Source: an optimization exercise on an open RTL-to-GDS flow (aim: small area). Production flows keep margins and buffers that such runs may drop. Function was checked by simulation only, so behaviour that the tests miss may differ from the original. Power figures rest on the tool's default switching activity, not on a simulated workload.

`flow/design.v`:
```
module tic_tac_toe_top(
    input reset,
    input clk,
    output [3:0] DISP_EN,
    output [7:0] SEGMENTS,
    output [4:1] COL,
    input [4:1] ROW
    );
reg       p;       
reg [4:0] dcnt;    
reg [1:0] dig;     
reg [6:0] kcnt;    
reg [1:0] ps;      
reg [9:0] acnt;    
reg       act;     
reg [3:0] k;       
reg [8:0] occ;     
reg [8:0] own;     
reg       turn;    
reg [1:0] wreg;    
reg [7:1] seg;
wire disp_en = ~p & (&dcnt);
wire kp_en   = ~p & (&kcnt);
wire fin_en  = ~p & (&acnt);
wire blink   = ~(p ^ acnt[0]);
wire auto_reset = act & k[3] & k[2] & k[1];
wire [1:0] win = auto_reset ? 2'b00 : wreg;
assign COL = (ps == 2'd0) ? 4'b0111 :
             (ps == 2'd1) ? 4'b1011 :
             (ps == 2'd2) ? 4'b1101 : 4'b1110;
wire r3 = ~ROW[3];
wire r2 = ROW[3] & ~ROW[2];
wire r1 = ROW[3] & ROW[2] & ~ROW[1];
wire c1 = (ps == 2'd3), c2 = (ps == 2'd2), c3 = (ps == 2'd1);
wire [8:0] sel = {c3 & r1, c2 & r1, c1 & r1,
                  c3 & r2, c2 & r2, c1 & r2,
                  c3 & r3, c2 & r3, c1 & r3};
wire take = |(sel & ~occ);
wire [8:0] b1 = occ & ~own;
wire [8:0] b2 = occ & own;
function line(input [8:0] b);
   line = (b[0] & b[1] & b[2]) | (b[3] & b[4] & b[5]) | (b[6] & b[7] & b[8]) |
          (b[0] & b[4] & b[8]) | (b[6] & b[4] & b[2]) | (b[0] & b[3] & b[6]) |
          (b[1] & b[4] & b[7]) | (b[2] & b[5] & b[8]);
endfunction
wire l1 = line(b1);
wire l2 = line(b2);
wire full = &occ;
wire [8:0] sv = ~occ | (own & {9{blink}});
reg [7:1] nseg;
always @(*) begin
   nseg = 7'b1111111;
   case (win)
      2'b00: case (dig)
         2'd3: nseg = turn ? 7'b0010010 : 7'b1001111;
         2'd2: begin nseg[4] = sv[2]; nseg[1] = sv[5]; nseg[7] = sv[8]; end
         2'd1: begin nseg[4] = sv[1]; nseg[1] = sv[4]; nseg[7] = sv[7]; end
         2'd0: begin nseg[4] = sv[0]; nseg[1] = sv[3]; nseg[7] = sv[6]; end
      endcase
      2'b01: nseg = {1'b1, blink, blink, 4'b1111};
      2'b10: nseg = {blink, blink, 1'b1, blink, blink, 1'b1, blink};
      2'b11: case (dig)
         2'd1: nseg = 7'b0110000;
         2'd2: nseg = 7'b1111111;
         2'd3: nseg = 7'b1110000;
         2'd0: nseg = 7'b1001111;
      endcase
   endcase
end
always @(posedge clk) begin
   if (reset) begin
      p <= 1'b0;
      dcnt <= 5'd9;
      dig <= 2'd0;
      kcnt <= 7'd27;
      ps <= 2'd0;
      acnt <= 10'd23;
      act <= 1'b0;
      k <= 4'd0;
      occ <= 9'd0;
      turn <= 1'b0;
      seg <= 7'b1111111;
   end else begin
      p <= ~p;
      dcnt <= (&dcnt) ? 5'd9 : dcnt + 5'd1;
      kcnt <= (&kcnt) ? 7'd27 : kcnt + 7'd1;
      acnt <= (&acnt) ? 10'd23 : acnt + 10'd1;
      if (disp_en) begin
         dig <= dig + 2'd1;
         seg <= nseg;
      end
      if (kp_en) begin
         ps <= ps + 2'd1;
         if (auto_reset) begin
            occ <= 9'd0;
            turn <= 1'b0;
         end else if (take) begin
            occ <= occ | sel;
            turn <= ~turn;
         end
      end
      if (fin_en) begin
         if (act)
            {act, k} <= {act, k} + 5'd1;
         else
            act <= |win;
      end
   end
end
always @(posedge clk) begin
   own <= (own & occ) | ({9{turn}} & ~occ);
   if (~p)
      wreg <= l1 ? 2'b01 : l2 ? 2'b10 : full ? 2'b11 : 2'b00;
end
assign DISP_EN = (dig == 2'd0) ? 4'b1110 :
                 (dig == 2'd1) ? 4'b1101 :
                 (dig == 2'd2) ? 4'b1011 : 4'b0111;
assign SEGMENTS = {seg, 1'b1};
endmodule
```
`flow/run.sh`:
```
#!/bin/bash
# synth_recipe.tcl (not shown) runs the flow's synth.tcl, then flattens the netlist and writes it again
# the make line also repeats each setting of config.mk as NAME=value (left out here)
make -C /OpenROAD-flow-scripts/flow DESIGN_CONFIG=/design/flow/config.mk WORK_HOME=/design/flow/orfs CLKGATE_MAP_FILE= SYNTH_SCRIPT=/design/flow/synth_recipe.tcl finish
```
`flow/config.mk`:
```
export PLATFORM = sky130hd
export DESIGN_NAME = tic_tac_toe_top
export DESIGN_NICKNAME = tic_tac_toe_top
export VERILOG_FILES = /design/flow/design.v
export SDC_FILE = /design/flow/constraint.sdc
export NUM_CORES = 4
export LEC_CHECK = 0
export CAP_MARGIN = 20
export CORE_MARGIN = 2
export CORE_UTILIZATION = 40
export SLEW_MARGIN = 20
```
`flow/constraint.sdc`:
```
create_clock -name core_clock -period 5.0 [get_ports {clk}]
set_input_delay 1.0000 -clock core_clock [delete_from_list [all_inputs] [get_ports {clk}]]
set_output_delay 1.0000 -clock core_clock [all_outputs]
set_load 0.01 [all_outputs]
```
==> summary.txt <==
## layout make-up
| type | instances | area [µm²] | area share, % |
|---|---|---|---|
| inverters | 28 | 105 | 2.99 |
| repair buffers | 20 | 198 | 5.62 |
| well taps | 99 | 124 | 3.52 |
| clock inverters | 4 | 71.3 | 2.03 |
| multi-input cells | 244 | 1570 | 44.5 |
| flip-flops and latches | 60 | 1310 | 37.3 |
| clock buffers | 12 | 145 | 4.12 |
## kinds of logic (layout without fill, tap and decap cells)
group	after synthesis	after routing	synth area share (%)
compound gates	64	64	14.0
xor+xnor	20	20	5.80
fa+ha+maj	17	17	7.04
buf+inv	35	64	4.80
flops	60	60	43.4
mux	1	1	0.331
other cells	1	1	0.124
simple gates	141	141	24.5
## per-stage QoR
stage / cells / power [µW] / area, µm²
6_report: 467 / 1090 / 3520
5_1_grt: 467 / 1140 / 3520
4_1_cts: 467 / 1100 / 3520
3_5_place_dp: 451 / 612 / 3300
3_3_place_gp: 451 / 611 / 3300
2_1_floorplan: 339 / 595 / 3020
## cells in the mapped netlist, types with 3 or more instances
cell	n
a21boi_0	3
a21oi_1	16
a22o_1	3
a22oi_1	3
a31oi_1	7
and3_1	4
clkbuf_1	3
dfxtp_1	49
edfxtp_1	11
ha_1	17
inv_1	28
nand2_1	39
nand2b_1	6
nand3_1	14
nand4_1	11
nor2_1	27
nor2b_1	8
nor3_1	10
nor4_1	8
o21ai_0	13
o311ai_0	3
or4_1	3
xnor2_1	10
xor2_1	10
## worst max path at each step
stage	depth (start not counted)	slack, ps	startpoint	to
2_1_floorplan	5	2970	ROW[3]	turn$_SDFFE_PP0P_
5_1_grt	4	1990	dig[0]$_SDFFE_PP0P_	DISP_EN[0]
4_1_cts	4	2100	dig[0]$_SDFFE_PP0P_	DISP_EN[0]
3_5_place_dp	6	2290	ROW[3]	turn$_SDFFE_PP0P_
3_3_place_gp	6	2280	ROW[3]	turn$_SDFFE_PP0P_
6_report	4	2130	dig[0]$_SDFFE_PP0P_	DISP_EN[0]
## per-layer routing
metal  GRT usage (%)  share of wire (%)  wire [µm]  vias up
met4            7.45                1.7        108        0
li1                -                  -          -     1255
met1            23.1                 48       3140     1157
met3            3.59                4.2        274       14
met5               0                  0          0        -
met2            24.8                 46       2980       61
## power by group through the flow
stage | Combinational [µW] | Sequential [µW] | Clock, µW
after floorplan | 58.7 | 536 | 0
final | 70.3 | 531 | 485
after global placement | 69.1 | 542 | 0
after CTS | 70.8 | 531 | 495
after global routing | 80.4 | 534 | 523
after detailed placement | 70.0 | 542 | 0
## worst max-delay path, cell delays in order, from the launching register on
cell,delay [ps]
dfxtp_1,450
inv_1,130
ha_1,310
inv_1,110
clkdlybuf4s50_1,530
==> flow_summary.ini <==
[run_status]
status = finished clean

[cells_and_area]
diodes = 0
area_delta_synth_final_pct = 16.5
layout.nets = 386
layout-drive-gt1-share_pct = 6.25
final_common_cell = dfxtp_1
fill_cells = 762
utilization_pct = 48.3
mostFrequentLayoutCells = 49 x dfxtp_1, 39 x nand2_1, 28 x inv_1

[cts]
clk_latency_ps = 340
path_clk_slew_ps = 60
cts_root_buf = clkbuf_8
cts_tree = built
ctsResizeCount = 0
numCtsBuffers = 9
post_cts_buffers = 0
htreeDepth = 3
cts_hold_buf = 0
cts.sink_count = 60
cts_buffer_depth = 2

[synth]
synth_area_leaders = dfxtp_1 32%, edfxtp_1 11%, ha_1 7.0%, nand2_1 4.8%, inv_1 3.5%
async_flop_share_pct = 0
synth_warnings = 1
synth_top_area_share_pct = 32.5
yosysSeqAreaShare_pct = 43.4
synth_cells = 339
synth_nets = 362
synth_top_area_cell = dfxtp_1
ys_seq_elements = 60
syn-cell-area_um2 = 3020
avgSynthCellArea_um2 = 8.91
synth_edf_count = 11
yosysUniqueCellTypes = 51
ys.flop_type = dfxtp_1

[setup_path]
reg2reg_depth = 7
r2r_end = occ[1]$_SDFFE_PP0P_
end_kind = output pin
reg2reg_slack_ps = 2970
regToRegStartpoint = ps[0]$_SDFFE_PP0P_
crit_required_ps = 4000
critPathLaunchType = flip-flop
path_class = reg2out
worstPathArrival_ps = 1870
cp_max_fo = 6

[worst_hold_path]
holdPathStages = 1
hold_start = dcnt[0]$_SDFF_PP1_
holdPathEnd = dcnt[0]$_SDFF_PP1_
holdCritPathClass = reg2reg

[floorplan]
die_area_um2 = 8270
rows = 31
die_w_um = 90.9
ios = 22
start_util_pct = 41.4
die_h_um = 90.9
fp.coreArea_um2 = 7290

[sta]
setup_viol = 0
rsz0062_at_grt = no
worst_pin_slew_ps = 672
clock_skew_ps = 5.63
hold_viol = 0
fin_crit_ps = 2870
max_slew_margin_pct = 55.2
fmax_ghz = 0.349
hold_ws_ps = 404
layout_setup_ws_ps = 2130
fin_crit_sh_pct = 57.4
slew_viol_final = 0
fin_setup_tns_ps = 0

[power]
pwr-share-seq_pct = 48.9
switchingPower_uw = 250
combPwrFrac_pct = 6.5
swShare_pct = 23.0
vdd_ir_drop_max_mv = 0.204
pwr-share-clk_pct = 44.6
internal-power_uw = 836
p_leak_uw = 0.00126
p_per_area_nw_per_um2 = 309

[place]
gp_congestion = 0.917
hpwl_um = 4580
portBuffers = 19
dp_worst_setup_slack_ps = 2290

[flow_run]
cap_violations = 0

[global_routing]
grt_overflow = 0
grtUsageTotal_pct = 16.6
grt_pass1_vias = 2319
grt_pass1_wl_um = 11200
antenna_found_initial = 0
grt_start_max_net_pins = 30

[detailed_routing]
ant_nets = 0
drt-vias-per-instance = 5.33
wl_per_cell_um = 13.9
routed_wl_um = 6510
via_count = 2487
drt_iter0_markers = 148
drc_errors = 0
drtPass1Iterations = 5

port drivers added, routing unchanged:
In the flow no input, the clock included, has a driving cell. The finished layout below was timed again as built, in two steps.
Step 1, drivers: a clkbuf_16 drives clk and a buf_2 each remaining input, both assumed.
Step 2 adds t to the input delays and takes it off the output delays; t is the mean of the earliest and latest rising clock arrival at the registers after step 1. Input paths then give back, and output paths get back, about the clock's delay inside the block.
Slacks: ideal / step 1 / step 2; pairs: ideal / step 1.
t (ns): 0.363
slack for setup (ns): 2.131 / 2.104 / 2.247
worst register clock-pin slew, ns: 0.07 / 0.07
worst slew at a driven data input, ns: 0.03
pins driven straight from the clock port: 1
After both steps setup and hold are still met in this run. For this run, drivers alone change the setup slack by -0.027 ns; drivers and shift together by +0.116 ns.
